Context: an optimization exercise on an open-source flow, tuned for small area. The choices shown serve that exercise and are no tape-out recipe. In this exercise RTL edits were held to simulation tests only and were not proved equivalent to the original. No activity file was given, so power comes from the tool's default toggle rates.

===== run.sh =====
#!/bin/bash
# synth_recipe.tcl (not shown) runs the flow's synth.tcl, then flattens the netlist and writes it again
# the make line also repeats each setting of config.mk as NAME=value (left out here)
make -C /OpenROAD-flow-scripts/flow DESIGN_CONFIG=/design/flow/config.mk WORK_HOME=/design/flow/orfs CLKGATE_MAP_FILE= SYNTH_SCRIPT=/design/flow/synth_recipe.tcl finish

===== constraint.sdc =====
create_clock -name core_clock -period 3.0 [get_ports {clock}]
set_input_delay 0.6000 -clock core_clock [delete_from_list [all_inputs] [get_ports {clock}]]
set_output_delay 0.6000 -clock core_clock [all_outputs]
set_load 0.01 [all_outputs]

===== config.mk =====
export PLATFORM = sky130hd
export DESIGN_NAME = axi_iops
export DESIGN_NICKNAME = axi_iops
export VERILOG_FILES = /design/flow/design.v
export SDC_FILE = /design/flow/constraint.sdc
export NUM_CORES = 4
export LEC_CHECK = 0
export CAP_MARGIN = 20
export CORE_MARGIN = 2
export CORE_UTILIZATION = 40
export SLEW_MARGIN = 20

===== design.v =====
module my_LFSR #(
    parameter LEN_BITS = 16,  
    parameter SEED = 0
) (
    input                   clock,
    input                   reset,
    output [LEN_BITS-1:0]   out
);
reg xnor_result;
reg [LEN_BITS:1] lfsr;
always @(*) begin
    case (LEN_BITS)
         3: xnor_result = lfsr[ 3] ^~ lfsr[ 2];
         4: xnor_result = lfsr[ 4] ^~ lfsr[ 3];
         5: xnor_result = lfsr[ 5] ^~ lfsr[ 3];
         6: xnor_result = lfsr[ 6] ^~ lfsr[ 5];
         7: xnor_result = lfsr[ 7] ^~ lfsr[ 6];
         8: xnor_result = lfsr[ 8] ^~ lfsr[ 6] ^~ lfsr[ 5] ^~ lfsr[ 4];
         9: xnor_result = lfsr[ 9] ^~ lfsr[ 5];
        10: xnor_result = lfsr[10] ^~ lfsr[ 7];
        11: xnor_result = lfsr[11] ^~ lfsr[ 9];
        12: xnor_result = lfsr[12] ^~ lfsr[ 6] ^~ lfsr[ 4] ^~ lfsr[ 1];
        13: xnor_result = lfsr[13] ^~ lfsr[ 4] ^~ lfsr[ 3] ^~ lfsr[ 1];
        14: xnor_result = lfsr[14] ^~ lfsr[ 5] ^~ lfsr[ 3] ^~ lfsr[ 1];
        15: xnor_result = lfsr[15] ^~ lfsr[14];
        16: xnor_result = lfsr[16] ^~ lfsr[15] ^~ lfsr[13] ^~ lfsr[ 4];
        17: xnor_result = lfsr[17] ^~ lfsr[14];
        18: xnor_result = lfsr[18] ^~ lfsr[11];
        19: xnor_result = lfsr[19] ^~ lfsr[ 6] ^~ lfsr[ 2] ^~ lfsr[ 1];
        20: xnor_result = lfsr[20] ^~ lfsr[17];
        21: xnor_result = lfsr[21] ^~ lfsr[19];
        22: xnor_result = lfsr[22] ^~ lfsr[21];
        23: xnor_result = lfsr[23] ^~ lfsr[18];
        24: xnor_result = lfsr[24] ^~ lfsr[23] ^~ lfsr[22] ^~ lfsr[17];
        25: xnor_result = lfsr[25] ^~ lfsr[22];
        26: xnor_result = lfsr[26] ^~ lfsr[ 6] ^~ lfsr[ 2] ^~ lfsr[ 1];
        27: xnor_result = lfsr[27] ^~ lfsr[ 5] ^~ lfsr[ 2] ^~ lfsr[ 1];
        28: xnor_result = lfsr[28] ^~ lfsr[25];
        29: xnor_result = lfsr[29] ^~ lfsr[27];
        30: xnor_result = lfsr[30] ^~ lfsr[ 6] ^~ lfsr[ 4] ^~ lfsr[ 1];
        31: xnor_result = lfsr[31] ^~ lfsr[28];
        32: xnor_result = lfsr[32] ^~ lfsr[22] ^~ lfsr[ 2] ^~ lfsr[ 1];
        33: xnor_result = lfsr[33] ^~ lfsr[20];
        34: xnor_result = lfsr[34] ^~ lfsr[27] ^~ lfsr[ 2] ^~ lfsr[ 1];
        35: xnor_result = lfsr[35] ^~ lfsr[33];
        36: xnor_result = lfsr[36] ^~ lfsr[25];
        default: $error("invalid LEN_BITS in LFSR");
    endcase
end
always @(posedge clock) begin
    if (reset) lfsr <= SEED;
    else lfsr <= {lfsr[LEN_BITS-1:1],xnor_result};
end
assign out = lfsr;
endmodule
module axi_iops #(
    parameter LFSR_INIT = 0,
    parameter ADDR_LEN  = 32,
    parameter DATA_LEN  = 64,
    parameter ID_LEN    = 6,
    parameter LEN_SIZE  = 4,  
    parameter TS_BITS   = 12  
) (
    input                   clock,
    input                   reset,
    input  [ID_LEN-1:0]     axi_bid,
    input  [1:0]            axi_bresp,
    input                   axi_bvalid,
    output                  axi_bready,
    output [ID_LEN-1:0]     axi_arid,
    output [ADDR_LEN-1:0]   axi_araddr,
    output [LEN_SIZE-1:0]   axi_arlen,
    output [2:0]            axi_arsize,
    output [1:0]            axi_arburst,
    output                  axi_arvalid,
    input                   axi_arready,
    input  [ID_LEN-1:0]     axi_rid,
    input  [DATA_LEN-1:0]   axi_rdata,
    input  [1:0]            axi_rresp,
    input                   axi_rlast,
    input                   axi_rvalid,
    output                  axi_rready,
    output [31:0]           iocount_period,
    input  [2:0]            debug_arsize,
    input  [LEN_SIZE-1:0]   debug_arlen,
    input                   debug_pause
);
reg [TS_BITS-1:0] timestamp;
reg [31:0] io_count;
reg [31:0] io_count_out;
assign iocount_period = io_count_out;
always @(posedge clock) begin : counting
    if (reset) begin
        timestamp <= 0;
        io_count <= 0;
        io_count_out <= 0;
    end
    else begin
        timestamp <= timestamp + 1;
        if (timestamp == 0) begin
            io_count_out <= io_count;
            io_count <= 0;
        end
        if (axi_rvalid && axi_rlast) begin
            io_count <= timestamp == 0 ? 1 : (io_count + 1);
        end
    end
end
wire [ADDR_LEN-1:0] lfsr_out;
my_LFSR #(
    .SEED(LFSR_INIT),
    .LEN_BITS(ADDR_LEN)
) lfsr_inst (
    .clock(clock),
    .reset(reset),
    .out(lfsr_out)
);
reg [ID_LEN-1:0] arid;
reg [ADDR_LEN-1:0] araddr;
reg [LEN_SIZE-1:0] arlen;
reg [2:0] arsize;
reg arvalid;
assign axi_arid = arid;
assign axi_araddr = araddr;
assign axi_arlen = arlen;
assign axi_arsize = arsize;
assign axi_arburst = 2'b01;  
assign axi_arvalid = arvalid;
always @(posedge clock) begin
    if (reset) begin
        arid <= 0;
        araddr <= 0;
        arlen <= 0;
        arsize <= 0;
        arvalid <= 0;
    end
    else begin
        if (!axi_arvalid && !debug_pause) begin
            arid <= arid + 1;
            araddr <= lfsr_out & ~((1<<debug_arsize)-1);
            arlen <= debug_arlen;
            arsize <= debug_arsize;
            arvalid <= 1'b1;
        end
        else begin
            if (axi_arready) begin
                if (debug_pause) arvalid <= 0;
                else begin
                    arid <= arid + 1;
                    araddr <= lfsr_out & ~((1<<debug_arsize)-1);
                    arlen <= debug_arlen;
                    arsize <= debug_arsize;
                    arvalid <= 1'b1;
                end
            end
        end
    end
end
assign axi_bready = !reset;
assign axi_rready = !reset;
endmodule

==> flow_summary.json, run 1 <==
{
  "area_delta_synth_final_pct": 28.8,
  "cts_setup_buffers": 0,
  "ys_warn_count": 2,
  "clock_latency_ns": 0.42,
  "multi_input_area_um2": 2520,
  "synth_top_area_share_pct": 53.0,
  "post-route-period-util_pct": 73.0,
  "die_height_um": 125,
  "drc": 0,
  "worstSetupEndpointType": "flop",
  "num_vias": 4582,
  "worst-setup-path-type": "in -> reg",
  "tightest_slew_ns": 0.825,
  "worstPathArrival_ns": 2.54,
  "boundaryPins": 176,
  "dr.pass1.iters": 4,
  "grt_setup_unrepaired": "false",
  "ir_drop_mv": 0.396,
  "power.density_nw_per_um2": 623,
  "drtAntennaViolNets": 0,
  "rr_worst_depth": 4,
  "drt-total-wl_um": 12300,
  "synth_edf_count": 0,
  "grt_overflow": 0,
  "rows": 44,
  "relSlewSlack_pct": 45.0,
  "crit_fanout": 12,
  "status": "timing/DRC/antenna clean",
  "hold_buffers": 0,
  "ys.flop_type": "dfxtp_1",
  "grt_start_max_net_pins": 117,
  "fin_tns_setup_ns": 0,
  "numCtsBuffers": 17,
  "finalHoldViolCount": 0,
  "finalCriticalPeriod_ns": 2.19,
  "postSynth.asyncResetShare_pct": 0,
  "synth_area_leaders": "dfxtp_1, mux2i_1, nand2_1",
  "max-cap-violations": 0,
  "num-nets-final": 811,
  "drv_slew": 0,
  "yosysSeqAreaShare_pct": 53.0,
  "portBuffers": 92,
  "cts.sinks": 154,
  "cts_tree": "yes",
  "synth-seq-cells": 154,
  "synth_cell_types": 46,
  "die_x_um": 125,
  "power_mw": 4.67,
  "seq_area_um2": 3080,
  "syn_area_um2": 5820,
  "cp.required_ns": 3.35,
  "layout_commonest_cell": "dfxtp_1",
  "synth_largest_area_cell": "dfxtp_1",
  "final_cell_mix": "dfxtp_1, clkdlybuf4s50_1, nand2_1",
  "slowest_stage": "clkdlybuf4s50_1",
  "root_buffer": "clkbuf_16",
  "hold_path_depth": 2,
  "cts_max_level": 4,
  "hp-class": "reg -> reg",
  "startpoint_type": "input pin",
  "wl_per_cell_um": 13.6,
  "grt_pass1_vias": 4351,
  "clock.fmax_mhz": 457,
  "syn_area_per_cell_um2": 9.19,
  "dp_hpwl_um": 7850,
  "critical-path-max-stage-delay_ns": 0.57,
  "via_per_inst": 5.04,
  "syn-instance-count": 633,
  "antenna_found_initial": 0,
  "ctsResizeCount": 0,
  "path_clk_slew_ns": 0.06,
  "grt_first_pass_wirelength_um": 20800,
  "hold-worst-slack_ns": 0.442,
  "num_antenna_cells": 0,
  "drive_gt1_share_pct": 8.00,
  "p_leak_nw": 2.70,
  "n_fill_cell": 1321,
  "cts.path.max_buffers": 2,
  "dieArea_um2": 15500,
  "routabilityCongestion": 0.746,
  "start_util_pct": 40.5,
  "drt_iter0_markers": 220,
  "coreArea_um2": 14400,
  "worstPathCellList": "clkdlybuf4s50_1 > and4_2 > nand4_2 > buf_4 > or4_1 > a21oi_1",
  "gr-usage-all-layers_pct": 16.3,
  "skew_ns": 0.00826,
  "setup_viol": 0
}
## sequential cells by signal, summed over array words and instances (netlist names)
signal,cells
io_count,32
arsize,3
timestamp,12
arid,6
araddr,32
arlen,4
lfsr_inst.lfsr,32
io_count_out,32
arvalid,1
## worst paths after layout
check                                                    from                        end  slack, ns
worst max-delay path                               axi_rvalid  io_count[29]$_SDFFE_PP0P_       0.81
worst min-delay path            lfsr_inst.lfsr[14]$_SDFF_PP0_    araddr[13]$_SDFFE_PP0P_       0.44
worst max register to register       io_count[9]$_SDFFE_PP0P_  io_count[30]$_SDFFE_PP0P_       0.82
worst min register to register  lfsr_inst.lfsr[14]$_SDFF_PP0_    araddr[13]$_SDFFE_PP0P_       0.44
## critical path, delay by kind of cell
family | cells | cell delay (ns)
AND/OR/NAND/NOR | 3 | 0.98
AO/OA/AOI/OAI | 1 | 0.15
buffers and inverters | 2 | 0.80
## stage by stage
stage / setup WS [ns] / instance area (um2) / cells / utilization (%)
6_report: 0.810 / 7490 / 909 / 52.2
3_5_place_dp: 0.428 / 6840 / 877 / 47.6
3_3_place_gp: 0.434 / 6840 / 877 / 47.6
2_1_floorplan: 1.18 / 5820 / 633 / -
4_1_cts: 0.834 / 7490 / 909 / 52.1
5_1_grt: 0.714 / 7490 / 909 / 52.2
## routing by layer
layer  up-vias  wire length (um)  track usage [%]
met1      2173              5890             20.9
met3        18               545             5.33
met5         -                 0                0
li1       2311                 -                -
met4         0               216             6.01
met2        80              5680             25.7
## cell families (layout without fill, tap and decap cells)
family	after synthesis	after routing	synth area share [%]
other	2	2	0.129
AND/OR/NAND/NOR	277	277	24.0
buffers and inverters	49	141	3.87
XOR/XNOR	26	26	3.91
flip-flops	154	154	53.0
AO/OA/AOI/OAI	88	88	8.54
multiplexers	32	32	5.51
adder cells (fa/ha/maj)	5	5	1.08
## report_power, final
part	switching [mW]	internal, mW	total (mW)	leakage [nW]
Sequential	0.0207	2.07	2.09	1.24
Combinational	0.147	0.106	0.253	1.14
Clock	0.842	1.48	2.32	0.311
Total	1.01	3.66	4.67	2.70
## synthesized netlist by cell type (9+ instances only)
master / n
a21oi_1: 56
clkbuf_1: 26
dfxtp_1: 154
inv_1: 9
mux2i_1: 32
nand2_1: 78
nand3_1: 24
nand4_1: 11
nor2_1: 74
nor2b_1: 33
o21ai_0: 13
o31ai_1: 13
or4_1: 13
xnor2_1: 12
xor2_1: 14
## layout make-up
cell class | count | share of cell area, %
clock inverter | 14 | 2.92
inverter | 9 | 0.451
timing repair buffer | 100 | 13.1
clock buffer | 18 | 5.73
tap | 184 | 3.07
multi-input combinational | 430 | 33.6
sequential | 154 | 41.1
==> inputs of run 2 (changes only) <==
==> design.v (replaced) <==
module axi_iops #(
    parameter LFSR_INIT = 0,
    parameter ADDR_LEN  = 32,
    parameter DATA_LEN  = 64,
    parameter ID_LEN    = 6,
    parameter LEN_SIZE  = 4,  
    parameter TS_BITS   = 12  
) (
    input                   clock,
    input                   reset,
    input  [ID_LEN-1:0]     axi_bid,
    input  [1:0]            axi_bresp,
    input                   axi_bvalid,
    output                  axi_bready,
    output [ID_LEN-1:0]     axi_arid,
    output [ADDR_LEN-1:0]   axi_araddr,
    output [LEN_SIZE-1:0]   axi_arlen,
    output [2:0]            axi_arsize,
    output [1:0]            axi_arburst,
    output                  axi_arvalid,
    input                   axi_arready,
    input  [ID_LEN-1:0]     axi_rid,
    input  [DATA_LEN-1:0]   axi_rdata,
    input  [1:0]            axi_rresp,
    input                   axi_rlast,
    input                   axi_rvalid,
    output                  axi_rready,
    output [31:0]           iocount_period,
    input  [2:0]            debug_arsize,
    input  [LEN_SIZE-1:0]   debug_arlen,
    input                   debug_pause
);
localparam [11:0] TS_POL = 12'b1010_1010_1010;
reg  [11:0] tsq;
wire [11:0] ts      = tsq ^ TS_POL;
wire        ts_low0 = ~|ts[10:0];
wire        ts_zero = ts_low0 & ~ts[11];
wire        ts_fb   = ts[11] ^ ts[5] ^ ts[3] ^ ts[0] ^ ts_low0;
always @(posedge clock) begin
    if (reset) tsq <= TS_POL;
    else       tsq <= {ts[10:0], ts_fb} ^ TS_POL;
end
reg  [12:0] io_count;
reg  [12:0] io_count_out;
wire        done = axi_rvalid & axi_rlast;
always @(posedge clock) begin
    if (reset) begin
        io_count     <= 13'd0;
        io_count_out <= 13'd0;
    end
    else begin
        io_count <= (ts_zero ? 13'd0 : io_count) + {12'd0, done};
        if (ts_zero) io_count_out <= io_count;
    end
end
assign iocount_period = {19'd0, io_count_out};
reg [32:1] lfsr;
wire lfsr_fb = ((lfsr[32] ^~ lfsr[22]) ^~ lfsr[2]) ^~ lfsr[1];
always @(posedge clock) begin
    if (reset) lfsr <= 32'd0;
    else       lfsr <= {lfsr[31:1], lfsr_fb};
end
reg [ID_LEN-1:0]   arid;
reg [ADDR_LEN-1:0] araddr;
reg [LEN_SIZE-1:0] arlen;
reg [2:0]          arsize;
reg                arvalid;
wire load  = ~arvalid | axi_arready;
wire issue = load & ~debug_pause;
always @(posedge clock) begin
    if (reset) begin
        arvalid <= 1'b0;
        arid    <= {ID_LEN{1'b0}};
    end
    else begin
        arvalid <= ~debug_pause | ~load;
        if (issue) arid <= arid + 1'b1;
    end
end
always @(posedge clock) begin
    if (load) begin
        araddr <= lfsr & ~((32'd1 << debug_arsize) - 32'd1);
        arlen  <= debug_arlen;
        arsize <= debug_arsize;
    end
end
assign axi_arid    = arid;
assign axi_araddr  = araddr;
assign axi_arlen   = arlen;
assign axi_arsize  = arsize;
assign axi_arburst = 2'b01;  
assign axi_arvalid = arvalid;
assign axi_bready = !reset;
assign axi_rready = !reset;
endmodule
==> flow/run.sh (new file) <==
#!/bin/bash
# Standard ORFS flow (standard synthesis unchanged) with smaller port buffers
# and a leaner clock tree. Each tool's output lands in orfs/logs; make's own
# output goes to flow_make.log.
set -euo pipefail
bash standard.sh \
  "BUFFER_PORTS_ARGS=-buffer_cell sky130_fd_sc_hd__buf_1" \
  "CTS_ARGS=-sink_clustering_enable -repair_clock_nets -dont_use_dummy_load -buf_list sky130_fd_sc_hd__clkbuf_4" \
  finish > flow_make.log 2>&1
==> standard.sh (new file) <==
#!/bin/bash
# synth_recipe.tcl (not shown) runs the flow's synth.tcl, then flattens the netlist and writes it again
# the make line also repeats each setting of config.mk as NAME=value (left out here)
make -C /OpenROAD-flow-scripts/flow DESIGN_CONFIG=/design/flow/config.mk WORK_HOME=/design/flow/orfs CLKGATE_MAP_FILE= SYNTH_SCRIPT=/design/flow/synth_recipe.tcl "${@:-finish}"
removed: run.sh
==> flow_summary.json, run 2 <==
{
  "die_x_um": 107,
  "boundaryPins": 176,
  "cp.required_ns": 3.34,
  "dr.pass1.iters": 4,
  "postSynth.asyncResetShare_pct": 0,
  "rr_worst_depth": 9,
  "hp-class": "in -> reg",
  "skew_ns": 0.0406,
  "num_antenna_cells": 0,
  "numCtsBuffers": 17,
  "drv_slew": 0,
  "grt_start_max_net_pins": 61,
  "antenna_found_initial": 0,
  "relSlewSlack_pct": 57.8,
  "layout_setup_ws_ns": 0.773,
  "grt_pass1_vias": 2340,
  "setup_viol": 0,
  "cts.sinks": 116,
  "ir_drop_mv": 0.221,
  "max-cap-violations": 0,
  "layout_commonest_cell": "dfxtp_1",
  "clock.fmax_mhz": 449,
  "routabilityCongestion": 0.714,
  "power.density_nw_per_um2": 561,
  "ys.flop_type": "dfxtp_1",
  "cts.path.max_buffers": 2,
  "startpoint_type": "flop",
  "dp_hpwl_um": 4280,
  "cts_tree": "yes",
  "synth_largest_area_cell": "dfxtp_1",
  "syn_area_per_cell_um2": 11.9,
  "drt_iter0_markers": 88,
  "finalCriticalPeriod_ns": 2.23,
  "rows": 37,
  "grt_first_pass_wirelength_um": 10800,
  "cts_max_level": 4,
  "syn-instance-count": 356,
  "ys_warn_count": 1,
  "die_height_um": 107,
  "hold-worst-slack_ns": 0.288,
  "ys_top_cells_by_count": "dfxtp_1, nor2b_1, nor2_1, edfxtp_1, buf_4",
  "holdPathEnd": "arlen[1]$_DFFE_PN_",
  "hold_buffers": 0,
  "root_buffer": "clkbuf_4",
  "synth_edf_count": 39,
  "hold_path_depth": 1,
  "ctsResizeCount": 0,
  "dieArea_um2": 11400,
  "worst-setup-path-type": "reg -> reg",
  "dp.cells": 546,
  "drt-total-wl_um": 6560,
  "finalHoldViolCount": 0,
  "worstPathArrival_ns": 2.56,
  "final_cell_mix": "dfxtp_1, buf_1, nor2b_1",
  "r2r-start": "tsq[8]$_SDFF_PP0_",
  "post-route-period-util_pct": 74.2,
  "grt_setup_unrepaired": "false",
  "p_leak_nw": 1.79,
  "synth-seq-cells": 116,
  "synth_cell_types": 38,
  "drc": 0,
  "status": "timing/DRC/antenna clean",
  "path_clk_slew_ns": 0.10,
  "utilization_pct": 45.2,
  "grt_overflow": 0,
  "gr-usage-all-layers_pct": 12.2,
  "portBuffers": 73,
  "via_per_inst": 4.39,
  "num_vias": 2469,
  "wl_per_cell_um": 11.7,
  "cts_setup_buffers": 0,
  "clock_latency_ns": 0.49,
  "drtAntennaViolNets": 0,
  "tightest_slew_ns": 0.633,
  "worstSetupEndpointType": "flop",
  "finalNonFillerCells": 563,
  "synth_top_area_share_pct": 36.5,
  "fin_tns_setup_ns": 0,
  "drive_gt1_share_pct": 6.09,
  "synth_area_leaders": "dfxtp_1, edfxtp_1, nor2b_1",
  "preCtsSetupSlack_ns": 0.657,
  "coreArea_um2": 10300,
  "regToRegSetupSlack_ns": 0.77,
  "num-nets-final": 528,
  "min_from": "debug_arlen[1]",
  "start_util_pct": 41.1,
  "yosysMostFrequentCell": "dfxtp_1",
  "crit_start": "tsq[8]$_SDFF_PP0_",
  "area_delta_synth_final_pct": 10.0,
  "syn_area_um2": 4220,
  "reg.largest.list": "araddr (32), lfsr (32)",
  "rr_endpoint": "io_count[12]$_SDFF_PP0_",
  "crit_fanout": 17,
  "yosysSeqAreaShare_pct": 64.2
}
## run 2: cell types whose count changed after synthesis, moves of 14 or more
cell	delta
dfxtp_1	-77
nand2_1	-64
a21oi_1	-53
edfxtp_1	+39
nor2_1	-29
nand3_1	-20
mux2i_1	-18
buf_4	+17
nor2b_1	+14
## run 2: logic make-up after synthesis
| group | count (synthesis) | share of synthesized area (%) |
|---|---|---|
| AO/OA/AOI/OAI | 10 | 1.66 |
| XOR/XNOR | 23 | 5.12 |
| adder cells (fa/ha/maj) | 5 | 1.48 |
| buffers and inverters | 50 | 6.64 |
| flip-flops | 116 | 64.2 |
| multiplexers | 14 | 3.32 |
| other | 2 | 0.178 |
| AND/OR/NAND/NOR | 136 | 17.4 |
## run 2: power breakdown
part           switching [mW]  internal, mW
clock                   0.459         0.259
sequential             0.0205          1.66
combinational           0.130        0.0788
## run 2: stage by stage
step | cell area (um2) | total power [mW]
6_report | 4650 | 2.61
5_1_grt | 4650 | 2.74
4_1_cts | 4650 | 2.65
3_5_place_dp | 4520 | 1.93
3_3_place_gp | 4520 | 1.93
2_1_floorplan | 4300 | 1.90
## run 2: area by class of cell
class                   instances  area [um2]
fillers                      1022        5630
multi-input cells             209        1300
inverters                       8        30.0
clock buffers                  17         128
repair buffers                 77         305
flip-flops and latches        116        2710
well taps                     136         170
## run 2: routing by layer
layer | global-route usage, % | routed length, um | up-vias | share of wire, %
met5 | 0 | 0 | - | 0
met1 | 15.0 | 3060 | 1139 | 47
li1 | - | - | 1259 | -
met3 | 4.50 | 373 | 6 | 5.7
met2 | 19.0 | 3060 | 65 | 47
met4 | 6.12 | 70 | 0 | 1.1
## run 2: critical path, cell delays in order (launching register included)
cell	delay, ns
dfxtp_1	0.33
and4bb_2	0.28
nand4_4	0.08
buf_4	0.28
and2_1	0.19
ha_1	0.17
nand4_1	0.25
nor4_1	0.31
xnor2_1	0.16
nor2_1	0.05
## run 2: how the worst max path moves through the flow
stage                              endpoint  depth (start not counted)
floorplan               araddr[6]$_DFFE_PN_                          6
global placement        araddr[6]$_DFFE_PN_                          5
detailed placement      araddr[6]$_DFFE_PN_                          5
CTS                 io_count[12]$_SDFF_PP0_                          9
global route        io_count[12]$_SDFF_PP0_                          9
finish              io_count[12]$_SDFF_PP0_                          9
==> inputs of run 3 (changes only) <==
--- a/design.v
+++ b/design.v
@@ -31,13 +31,11 @@
     input                   debug_pause
 );
-localparam [11:0] TS_POL = 12'b1010_1010_1010;
-reg  [11:0] tsq;
-wire [11:0] ts      = tsq ^ TS_POL;
+reg  [11:0] ts;
 wire        ts_low0 = ~|ts[10:0];
 wire        ts_zero = ts_low0 & ~ts[11];
 wire        ts_fb   = ts[11] ^ ts[5] ^ ts[3] ^ ts[0] ^ ts_low0;
 always @(posedge clock) begin
-    if (reset) tsq <= TS_POL;
-    else       tsq <= {ts[10:0], ts_fb} ^ TS_POL;
+    if (reset) ts <= 12'd0;
+    else       ts <= {ts[10:0], ts_fb};
 end
 reg  [12:0] io_count;
==> run.sh (new file) <==
#!/bin/bash
# synth_recipe.tcl (not shown) runs the flow's synth.tcl, then flattens the netlist and writes it again
# the make line also repeats each setting of config.mk as NAME=value (left out here)
make -C /OpenROAD-flow-scripts/flow DESIGN_CONFIG=/design/flow/config.mk WORK_HOME=/design/flow/orfs CLKGATE_MAP_FILE= SYNTH_SCRIPT=/design/flow/synth_recipe.tcl finish
removed: flow/run.sh
removed: standard.sh
==> flow_summary.json, run 3 <==
{
  "status": "timing/DRC/antenna clean",
  "die_height_um": 107,
  "grt_setup_unrepaired": "false",
  "die_x_um": 107,
  "ys_warn_count": 1,
  "topRoutingLayerUsed": "met4",
  "reg.largest.list": "araddr (32), lfsr (32)",
  "cts_max_level": 4,
  "post_dp_cell_area_um2": 5000,
  "crit_start": "debug_arsize[1]",
  "worstSetupEndpointType": "flop",
  "power_mw": 3.85,
  "tightest_slew_ns": 0.764,
  "dieArea_um2": 11500,
  "via_per_inst": 4.42,
  "drv_slew": 0,
  "ctsResizeCount": 0,
  "num_antenna_cells": 0,
  "portBuffers": 73,
  "fin_tns_setup_ns": 0,
  "grt_start_max_net_pins": 78,
  "clock_latency_ns": 0.50,
  "area_delta_synth_final_pct": 30.7,
  "hp-class": "reg -> reg",
  "ys.flop_type": "dfxtp_1",
  "fin_area_um2": 5570,
  "crit_path_end": "araddr[22]$_DFFE_PN_",
  "rr_worst_depth": 8,
  "wl_per_cell_um": 12.2,
  "synth_largest_area_cell": "dfxtp_1",
  "slowest_stage": "clkdlybuf4s50_1",
  "p_leak_nw": 2.16,
  "relSlewSlack_pct": 49.1,
  "dp_hpwl_um": 4450,
  "layout_commonest_cell": "dfxtp_1",
  "cp.required_ns": 3.35,
  "syn_area_um2": 4270,
  "yosysSeqAreaShare_pct": 63.6,
  "worstPathArrival_ns": 2.49,
  "wl_met3_um": 360,
  "root_buffer": "clkbuf_8",
  "cts.sinks": 116,
  "coreArea_um2": 10300,
  "dp.cells": 548,
  "synth_edf_count": 39,
  "cts_setup_buffers": 0,
  "synth_area_leaders": "dfxtp_1, edfxtp_1, nor2b_1",
  "num-nets-final": 530,
  "boundaryPins": 176,
  "grt_pass1_vias": 2510,
  "drc": 0,
  "crit_fanout": 10,
  "finalCriticalPeriod_ns": 2.14,
  "cts_tree": "yes",
  "final_cell_mix": "dfxtp_1, clkdlybuf4s50_1, nor2b_1",
  "setup_viol": 0,
  "max-cap-violations": 0,
  "finalHoldViolCount": 0,
  "num_vias": 2564,
  "start_util_pct": 41.3,
  "hold-worst-slack_ns": 0.426,
  "power.density_nw_per_um2": 690,
  "dr_wl_met2_um": 3300,
  "ys_top_cells_by_count": "dfxtp_1, nor2b_1, edfxtp_1, nor2_1, buf_4",
  "numCtsBuffers": 17,
  "path_clk_slew_ns": 0.06,
  "grt_overflow": 0,
  "yosysMostFrequentCell": "dfxtp_1",
  "clock.fmax_mhz": 467,
  "worstPathCellList": "clkdlybuf4s50_1 > or3_1 > ha_1 > and2_1 > buf_4 > nor2b_1",
  "worst-setup-path-type": "in -> reg",
  "drtAntennaViolNets": 0,
  "r2r-start": "ts[3]$_SDFF_PP0_",
  "antenna_found_initial": 0,
  "post-route-period-util_pct": 71.4,
  "drt-met1-wl_um": 3380,
  "synth-seq-cells": 116,
  "critical-path-max-stage-delay_ns": 0.55,
  "postSynth.asyncResetShare_pct": 0,
  "multi_input_area_um2": 1310,
  "finalNonFillerCells": 580,
  "drt_iter0_markers": 89,
  "rows": 37,
  "regToRegSetupSlack_ns": 1.03,
  "skew_ns": 0.00807,
  "ir_drop_mv": 0.486,
  "rr_endpoint": "io_count[12]$_SDFF_PP0_",
  "seq_area_um2": 2710,
  "cts.path.max_buffers": 2,
  "startpoint_type": "input pin",
  "syn-instance-count": 359,
  "synth_top_area_share_pct": 36.1,
  "syn_area_per_cell_um2": 11.9,
  "drive_gt1_share_pct": 9.01,
  "grt_first_pass_wirelength_um": 11900,
  "dr.pass1.iters": 4,
  "gr-usage-all-layers_pct": 13.2,
  "drt-total-wl_um": 7080,
  "routabilityCongestion": 0.724,
  "synth_cell_types": 36,
  "hold_buffers": 0,
  "n_fill_cell": 890
}
## run 3: final cells by class
| class | instances | share of cell area [%] |
|---|---|---|
| inverters | 9 | 0.606 |
| repair buffers | 79 | 13.8 |
| clock inverters | 14 | 2.78 |
| clock buffers | 18 | 7.50 |
| multi-input cells | 208 | 23.6 |
| well taps | 136 | 3.05 |
| flip-flops and latches | 116 | 48.7 |
## run 3: worst min path at each step
| stage | startpoint | endpoint | slack (ns) | depth (start not counted) |
|---|---|---|---|---|
| 2_1_floorplan | lfsr[7]$_SDFF_PP0_ | lfsr[8]$_SDFF_PP0_ | 0.42 | 2 |
| 3_3_place_gp | lfsr[26]$_SDFF_PP0_ | araddr[25]$_DFFE_PN_ | 0.41 | 0 |
| 3_5_place_dp | lfsr[30]$_SDFF_PP0_ | araddr[29]$_DFFE_PN_ | 0.42 | 0 |
| 4_1_cts | lfsr[30]$_SDFF_PP0_ | araddr[29]$_DFFE_PN_ | 0.43 | 0 |
| 5_1_grt | lfsr[20]$_SDFF_PP0_ | araddr[19]$_DFFE_PN_ | 0.44 | 0 |
| 6_report | lfsr[10]$_SDFF_PP0_ | araddr[9]$_DFFE_PN_ | 0.43 | 0 |
## run 3: routing by layer
metal	GRT usage [%]	vias to the layer above
li1	-	1291
met1	16.9	1198
met2	20.0	71
met3	4.78	4
met4	5.94	0
met5	0	-
## run 3: power breakdown
| group | total, mW | switching [mW] | internal, mW |
|---|---|---|---|
| clock | 1.91 | 0.721 | 1.19 |
| combinational | 0.252 | 0.132 | 0.120 |
| sequential | 1.68 | 0.0194 | 1.66 |
## run 3: through the flow
| step | utilization, % | worst slack [ns] |
|---|---|---|
| detailed placement | 48.4 | 0.321 |
| global placement | 48.4 | 0.347 |
| global route | 54.0 | 0.747 |
| floorplan | - | 0.771 |
| CTS | 54.0 | 0.858 |
| finish | 54.0 | 0.858 |
## run 3: cells by family after synthesis
kind of cell,count (synthesis),synth area share [%]
other cells,2,0.176
compound gates,10,1.53
mux,14,3.29
simple gates,135,17.6
buf+inv,54,7.30
fa+ha+maj,5,1.47
xor+xnor,23,5.07
flops,116,63.6
## run 3: critical path: cells and delay by family
family	cells	cell delay, ns
adders and majority gates	1	0.28
buffers and inverters	2	0.76
and+or+nand+nor	3	0.86

[re-timing with driven ports]
Ports are ideal in the flow. The routed layouts listed here were re-timed in OpenROAD. Step 1: set_driving_cell puts a clkbuf_16 on clock and a buf_2 on each other input, an assumption about the parent block. Step 2 times the ports against the registers' clock, not the clock port: input delays grow and output delays shrink by t, the midpoint of the rising clock arrivals with the driver on. Slacks: ideal / step 1 / step 2; pairs: ideal / step 1.
run	t, ns	slack for setup (ns)	worst register clock-pin slew, ns	worst data-port slew with drivers (ns)	cell pins on the clock port's net
run 1	0.454	0.810 / 0.813 / 0.359	0.06 / 0.06	0.04	1
run 2	0.499	0.773 / 0.773 / 0.633	0.12 / 0.12	0.04	1
run 3	0.524	0.858 / 0.865 / 0.341	0.06 / 0.06	0.04	1
After both steps every run listed still meets setup and hold. For run 3, which loses most, drivers alone change the setup slack by +0.007 ns; drivers and shift together by -0.517 ns.
